This is an optimization exercise on Yosys and OpenROAD, whose aim is small area, not a production implementation.
Where RTL was checked, it was by simulation tests only, not by an equivalence proof against the original.

== run A ==
==> flow/design.v (excerpt) <==
module lsort_detect (
    input               clk,
    input               rst_n,
    input               in_valid,
    input        [ 1:0] in_channel,
    input        [11:0] in_data,
    output logic        out_valid,
    output logic [ 1:0] out_channel,
    output logic [10:0] out_data,
    output logic        out_spike,
    output logic [37:0] out_time
);
  localparam int NS = 24;   
  localparam int NB1 = 4;   
  logic [1:0] ph;
  always_ff @(posedge clk or negedge rst_n)
    if (!rst_n) ph <= 2'd0;
    else ph <= ph + 2'd1;
  logic [1:0] dly;
  logic [3:1] ev;
  logic [11:0] ed1, ed2, ed3;
  assign dly = in_channel - ph;
  always_ff @(posedge clk or negedge rst_n)
    if (!rst_n) ev <= '0;
    else begin
      ev[1] <= in_valid && dly == 2'd3;
      ev[2] <= ev[1] || (in_valid && dly == 2'd2);
      ev[3] <= ev[2] || (in_valid && dly == 2'd1);
    end
  always_ff @(posedge clk) begin
    ed1 <= in_data;
    ed2 <= (in_valid && dly == 2'd2) ? in_data : ed1;
    ed3 <= (in_valid && dly == 2'd1) ? in_data : ed2;
  end
  logic pv;
  logic [11:0] x;
  assign pv = ev[3] || (in_valid && dly == 2'd0);
  assign x  = ev[3] ? ed3 : in_data;
  logic [23:0] flt0, flt1, flt2, flt3;   
  logic seen3;
  always_ff @(posedge clk or negedge rst_n)
    if (!rst_n) seen3 <= 1'b0;
    else if (pv && ph == 2'd3) seen3 <= 1'b1;
  logic [11:0] s1, s2, d;
  assign s1 = seen3 ? flt3[23:12] : 12'd0;
  ...
Settings: LEC_CHECK=0, CAP_MARGIN=20, CORE_MARGIN=2, CORE_UTILIZATION=40, CTS_CLUSTER_DIAMETER=70, CTS_CLUSTER_SIZE=24, SLEW_MARGIN=20; clock period 14.0 ns.
run.sh (not shown) runs the stock make flow with config.mk's settings and CLKGATE_MAP_FILE= SYNTH_SCRIPT=/design/flow/synth_recipe.tcl, a recipe that flattens the netlist after the stock synthesis.
Run A finished every stage and its layout cleared the timing, DRC and antenna checks.
Input-level comparison between run B and run A:
-- flow/config.mk --
<<< run A, line 9
export CORE_MARGIN = 2
export CORE_UTILIZATION = 40
export CTS_CLUSTER_DIAMETER = 70
export CTS_CLUSTER_SIZE = 24
export SLEW_MARGIN = 20
>>> run B, line 9
export CORE_MARGIN = 2
export CORE_UTILIZATION = 50
export CTS_BUF_LIST = sky130_fd_sc_hd__clkbuf_8
export CTS_CLUSTER_SIZE = 20
export GPL_TIMING_DRIVEN = 0
export SLEW_MARGIN = 20
Results
- Compared with run A, run B shows cell count higher by about 0.7%.
- Sort run B and run A by starting density of the core, ascending, and run A comes first.
- Delta (run B minus run A): maximum frequency fell 2.7%; hold slack rose 21 ps; sequential share of cell area fell 2.6 points.
For run C, these inputs were changed with respect to run B:
-- flow/config.mk --
<<< run B, line 9
export CORE_MARGIN = 2
export CORE_UTILIZATION = 50
export CTS_BUF_LIST = sky130_fd_sc_hd__clkbuf_8
export CTS_CLUSTER_SIZE = 20
export GPL_TIMING_DRIVEN = 0
export SLEW_MARGIN = 20
>>> run C, line 9
export CORE_MARGIN = 2
export CORE_UTILIZATION = 40
export CTS_CLUSTER_DIAMETER = 100
export CTS_CLUSTER_SIZE = 30
export SLEW_MARGIN = 20
### Flow results
Run comparison: run B worst setup path startpoint ph[1]; run C worst setup path startpoint win0[5]
Global-route wire length before repair, run B and run C, lower one = run C.
Looking at diode insertion count for antenna repair, run C sits below run B.
Changes observed in run C relative to run B: met1 track utilization from global routing decreased by 7.5 points relative to the old numbers, met1 routed wirelength after detailed routing decreased by 2900 um relative to the old numbers, post-route minimum period decreased by 380 ps relative to the old numbers.
Relative to run C, the following input files were edited for run D:
-- flow/config.mk --
<<< run C, line 10
export CORE_UTILIZATION = 40
export CTS_CLUSTER_DIAMETER = 100
export CTS_CLUSTER_SIZE = 30
export SLEW_MARGIN = 20
>>> run D, line 10
export CORE_UTILIZATION = 40
export SLEW_MARGIN = 20
--- outcome ---
- | number of instances resized during post-cts repair | higher: run D |
- Summary of run D over run C: proportion of cell area occupied by multi-input gates lower; fmax roughly the same; final area higher.
- Between run C and run D, number of clock-tree buffers in the layout increased.
- From run C to run D, multi-input gate count did not move at all.
- Against run C, run D comes in 0.18 points lower on headroom to the max-slew limit.
No functional check of the RTL was part of any run of this note.

job 101:
Another version of the RTL of lsort_detect (not shown whole).
Size: about 830 flip-flops, ~71 I/O pins.
make LEC_CHECK=0 CAP_MARGIN=20 CORE_MARGIN=2 CORE_UTILIZATION=40 CTS_CLUSTER_DIAMETER=110 CTS_CLUSTER_SIZE=36 SLEW_MARGIN=20 finish   # period 14.0 ns
What job 102 does differently from job 101 at the input level:
Settings: CTS_CLUSTER_SIZE: 36 -> 30; CTS_CLUSTER_DIAMETER: 110 -> 100.
Findings:
Across job 102 and job 101, none had a timing, DRC or antenna violation.
Of job 102 and job 101, it is job 102 that has the higher cell area after layout.
Lower met3 track demand over resource in global routing among job 102 and job 101: job 101
[compare] base=job 101 new=job 102: via count increased by about 0.7% relative to the old numbers, total congestion overflow after global routing closely matched the old numbers.

Another version of the RTL of lsort_detect (not shown whole).
Size: about 1,700 cells after synthesis, about 71 I/O pins, about 24,000 um^2 of cells after synthesis.
export LEC_CHECK = 0
export CAP_MARGIN = 5
export CORE_MARGIN = 2
export CORE_UTILIZATION = 40
export CTS_CLUSTER_DIAMETER = 100
export CTS_CLUSTER_SIZE = 30
export SLEW_MARGIN = 5
create_clock -name core_clock -period 14.0 [get_ports {clk}]
standard.sh (not shown) runs the stock make flow with config.mk's settings and CLKGATE_MAP_FILE= SYNTH_SCRIPT=/design/flow/synth_recipe.tcl, a recipe that flattens the netlist after the stock synthesis.
==> flow/flow/run.sh <==
#!/bin/bash
# Layout flow: the standard layout (standard.sh) with two changes:
#  - after the standard synthesis, fa_polarity.py picks the polarity of each
#    full adder so that fewer inverters sit between adders (the registers and
#    all other cells stay as synthesis made them);
#  - the port buffers are the smallest buffer cell.
# Each step's output goes to a log of its own here; the tools' own logs are
# under orfs/logs.
set -euo pipefail
export BUFFER_PORTS_ARGS="-buffer_cell sky130_fd_sc_hd__buf_1"
R=orfs/results/${FLOW_PLATFORM}/lsort_detect/base
bash standard.sh synth > flow_synth.log 2>&1
cp $R/1_2_yosys.v flow_yosys_standard.v
python3 flow/fa_polarity.py flow_yosys_standard.v $R/1_2_yosys.new.v > flow_fa_polarity.log 2>&1
# the edited netlist is newer than 1_synth.odb, so make rebuilds it from there
mv $R/1_2_yosys.new.v $R/1_2_yosys.v
bash standard.sh finish > flow_finish.log 2>&1
Other scripts of this flow, unchanged in this note and not shown: flow/flow/fa_polarity.py
Then changed:
--- a/flow/config.mk
+++ b/flow/config.mk
@@ -8 +8 @@
-export CAP_MARGIN = 5
+export CAP_MARGIN = 20
@@ -10,4 +10,4 @@
-export CORE_UTILIZATION = 40
-export CTS_CLUSTER_DIAMETER = 100
-export CTS_CLUSTER_SIZE = 30
-export SLEW_MARGIN = 5
+export CORE_UTILIZATION = 60
+export CTS_CLUSTER_DIAMETER = 80
+export CTS_CLUSTER_SIZE = 36
+export SLEW_MARGIN = 20
=>
- The new run produced a clean layout
- final area stays flat
- final cell count shrinks by about 9%
- area after synthesis stays the same
- clock-buffer cell count shrinks by 1
- routed wire length shrinks by about 0.9%
- maximum frequency shrinks by 0.36%

## what the ideal ports hide
The flow's constraints put no driver on any port. The routed layouts listed below were extracted and timed again, unchanged, in two steps. Step 1 sets driving cells, clkbuf_16 on the clock port and buf_2 on the other inputs (assumed; they add their load-dependent delay and slew). Step 2 adds t to the input delays and takes it off the output delays; t is the mean of the earliest and latest rising clock arrival at the registers after step 1. Input paths then give back, and output paths get back, about the clock's delay inside the block. Slacks: no drivers / after step 1 / after step 2; pairs: no drivers / after step 1.
| run | t, ns | slack for setup (ns) | cell pins on the clock port's net |
|---|---|---|---|
| run A | 0.653 | 0.580 / 0.580 / 0.580 | 1 |
| run B | 0.837 | 0.202 / 0.202 / 0.202 | 1 |
| run C | 0.639 | 0.585 / 0.585 / 0.585 | 1 |
| run D | 0.681 | 0.601 / 0.601 / 0.601 | 1 |
| job 101 | 0.691 | 0.539 / 0.539 / 0.539 | 1 |
| job 102 | 0.638 | 0.477 / 0.477 / 0.477 | 1 |
| the first run of note 3 | 0.653 | 2.595 / 2.595 / 2.595 | 1 |
| the second run of note 3 | 0.660 | 2.554 / 2.554 / 2.554 | 1 |
After both steps every run listed still meets setup and hold.
